Background: an optimization exercise with open tools, aiming at small area, a short achievable clock period and few clock cycles. Do not read the settings as production practice.
Function was checked by simulation only, so behaviour that the tests miss may differ from the original.

## fpu_double
module fpu_double( clk, rst, enable, rmode, fpu_op, opa, opb, out, ready, underflow,
overflow, inexact, exception, invalid);
input		clk;
input		rst;
input		enable;
input	[1:0]	rmode;
input	[2:0]	fpu_op;
input	[63:0]	opa, opb;
output	[63:0]	out;
output		ready;
output		underflow;
output		overflow;
output		inexact;
output		exception;
output		invalid;
reg [63:0] out;
reg ready, underflow, overflow, inexact, exception, invalid;
localparam [4:0]
  S_IDLE = 5'd0,
  S_A1   = 5'd1,  S_A1B = 5'd2,  S_A2  = 5'd3,  S_SN  = 5'd4,
  S_M    = 5'd5,  S_MC  = 5'd6,  S_MS0 = 5'd7,  S_MSR = 5'd8,  S_MSL = 5'd9,  S_MFIN = 5'd10,
  S_D    = 5'd11, S_D29 = 5'd12, S_D30 = 5'd13,
  S_DN   = 5'd14, S_DE1 = 5'd15, S_DE2 = 5'd16, S_DR1 = 5'd17, S_DR2 = 5'd18,
  S_DP   = 5'd19, S_DPS = 5'd20, S_DFIN = 5'd21,
  S_RND  = 5'd22, S_DE3 = 5'd23, S_DE4 = 5'd24;
localparam [2:0] C_ADD = 3'd0, C_SUB = 3'd1, C_MUL = 3'd2, C_DIV = 3'd3, C_FIN = 3'd4, C_FINR = 3'd5;
reg [4:0] st;
reg [4:0] st_nx;
reg [31:0] oh;    
reg en_d;
wire idle = oh[S_IDLE];
wire start = enable & ~en_d;
reg [63:0] A, B;
reg [1:0]  OPR, RMR;
reg a_zero, b_zero, a_inf, b_inf, a_qnan, b_qnan, a_snan, b_snan;
reg an, bn;            
reg agt, aeq;          
reg [10:0] dab, dba;   
reg  [3:0] mgt, meq;   
wire mge = mgt[3] | (meq[3] & (mgt[2] | (meq[2] & (mgt[1] | (meq[1] & (mgt[0] | meq[0]))))));
wire [10:0] diff = agt ? dab : dba;
wire [10:0] ea_p = opa[62:52], eb_p = opb[62:52];
wire an_p = |ea_p, bn_p = |eb_p;
wire [10:0] dab_p = ea_p - eb_p;
  ...
make LEC_CHECK=0 CAP_MARGIN=40 CORE_MARGIN=2 CORE_UTILIZATION=40 PLACE_DENSITY=0.45 SETUP_SLACK_MARGIN=4.2 SLEW_MARGIN=40 finish   # period 7.5 ns
run.sh (not shown) runs the stock make flow with config.mk's settings and CLKGATE_MAP_FILE= SYNTH_SCRIPT=/design/flow/synth_recipe.tcl, a recipe that flattens the netlist after the stock synthesis.
Testbench counts at the start, summed over its fixed seeds: cycles 25,837.
Change:
--- a/flow/design.v
+++ b/flow/design.v
@@ -145,24 +145,27 @@
 wire [57:0] qD4 = q_two ? {2'b0, Dv, 3'b0} : q_one ? {3'b0, Dv, 2'b0} : 58'd0;
 wire [57:0] dT = q_pos ? ~qD4 : qD4;
 wire [57:0] w4s = {ws, 2'b00};
 wire [57:0] w4c = {wc, 2'b00};
 wire [57:0] ns = w4s ^ w4c ^ dT;
 wire [57:0] nc = {((w4s & w4c) | (w4s & dT) | (w4c & dT)), q_pos};
 reg  [3:0] qh;    
 wire [57:0] D2x = {2'b0, Dv, 3'b0}, D1x = {3'b0, Dv, 2'b0};
-wire [55:48] dTn = ({8{qh[3]}} & ~D2x[55:48]) | ({8{qh[2]}} & ~D1x[55:48])
-                 | ({8{qh[1]}} & D1x[55:48]) | ({8{qh[0]}} & D2x[55:48]);
-wire [55:48] w4sn = ws[53:46], w4cn = wc[53:46];
-wire [55:49] nsn = w4sn[55:49] ^ w4cn[55:49] ^ dTn[55:49];
-wire [55:49] ncn = (w4sn[54:48] & w4cn[54:48]) | (w4sn[54:48] & dTn[54:48]) | (w4cn[54:48] & dTn[54:48]);
-wire [6:0] yhat = nsn + ncn;
+reg  [53:46] shs, shc;
+reg  [51:40] dsh;
+wire [55:44] D2n = {1'b1, dsh[51:41]}, D1n = {2'b01, dsh[51:42]};
+wire [55:44] dTn = ({12{qh[3]}} & ~D2n) | ({12{qh[2]}} & ~D1n)
+                 | ({12{qh[1]}} & D1n) | ({12{qh[0]}} & D2n);
+wire [55:44] w4sn = {shs[53:46], ws[45:42]}, w4cn = {shc[53:46], wc[45:42]};
+wire [55:45] nsn = w4sn[55:45] ^ w4cn[55:45] ^ dTn[55:45];
+wire [55:45] ncn = (w4sn[54:44] & w4cn[54:44]) | (w4sn[54:44] & dTn[54:44]) | (w4cn[54:44] & dTn[54:44]);
+wire [6:0] yhat = nsn[55:49] + ncn[55:49];
 wire [2:0] qd;
-fpu_srt_sel qs(.y(yhat), .d(Dv[51:49]), .q(qd));
+fpu_srt_sel qs(.y(yhat), .d(dsh[51:49]), .q(qd));
 wire q1two = ((opb[51:49] == 3'd0) & opa[51]) | ((opb[51:49] == 3'd1) & opa[51] & opa[50])
            | ((opb[51:49] == 3'd2) & (&opa[51:49]));
 wire [2:0] qd1 = {1'b0, q1two, ~q1two};
 wire [1:0] qmag = q_two ? 2'd2 : q_one ? 2'd1 : 2'd0;
 wire [55:0] Q_nx  = q_neg ? {QM[53:0], 2'd0 - qmag} : {Q[53:0], qmag};
 wire [55:0] QM_nx = (q_pos) ? {Q[53:0], qmag - 2'd1} : {QM[53:0], 2'd3 - qmag};
 wire wneg = R[55];
 wire rmsb_f = wneg ? QM[0] : Q[0];
@@ -310,16 +313,19 @@
   | ({56{p_shl}} & {Q[54:8], 1'b0, Q[7:0]})
   | ({56{oh[S_DR2]}} & {Q[54:0], ~R[59]})
   | ({56{oh[S_DP]}} & {X[52:0], 3'b000})
   | ({56{q_shr}} & {R[3], Q[55:4], Q[2:0]})
   | ({56{q_shl}} & {Q[54:3], 1'b0, Q[2:0]})
   | ({56{q_hold}} & Q);
 always @(posedge clk) begin
   qr <= oh[S_IDLE] ? qd1 : qd;
+  shs <= oh[S_IDLE] ? Xcap[53:46] : nsn[53:46];
+  if (oh[S_IDLE]) dsh <= opb[51:40];
+  shc <= oh[S_IDLE] ? 8'd0 : ncn[53:46];
   qh <= oh[S_IDLE] ? {qd1[1], qd1[0], 2'b00} : {~qd[2] & qd[1], ~qd[2] & qd[0], qd[2] & qd[0], qd[2] & qd[1]};
   bdig <= oh[S_IDLE] ? bdig_cap : bdig_m;
   X <= X_nx;
   Y <= Y_nx;
   R <= R_nx;
   Q <= Q_nx2;
   if (dstep) QM <= QM_nx;
 end
What happened: Global-route usage goes up by 4.1 points. Non-clock buffer count goes up by 161. Critical path depth goes down by 2. Synthesized area goes up by 1.4%.
Testbench counts after the change, summed over its fixed seeds: cycles 25,837.

[port drivers added, routing unchanged]
The flow's constraints put no driver on any port. The routed layouts listed below were extracted and timed again, unchanged, in two steps. Step 1 assumes that a clkbuf_16 drives the clock port and a buf_2 every other input. Step 2, shift: input delay + t, output delay - t, t = (earliest + latest rising clock arrival at the registers) / 2. This alone moves slack from input paths to output paths. Three values: no drivers, after step 1, after step 2; two values: the first two.
run	t (ns)	setup WS [ns]	hold WS [ns]	cell pins on the clock port's net
the first run	0.871	3.691 / 3.691 / 3.335	0.448 / 0.448 / 0.448	1
the second run	0.907	3.854 / 3.854 / 3.179	0.455 / 0.455 / 0.455	1
After both steps setup and hold are still met in every run listed. For the second run, which loses most, drivers alone change the setup slack by 0.000 ns; drivers and shift together by -0.675 ns.
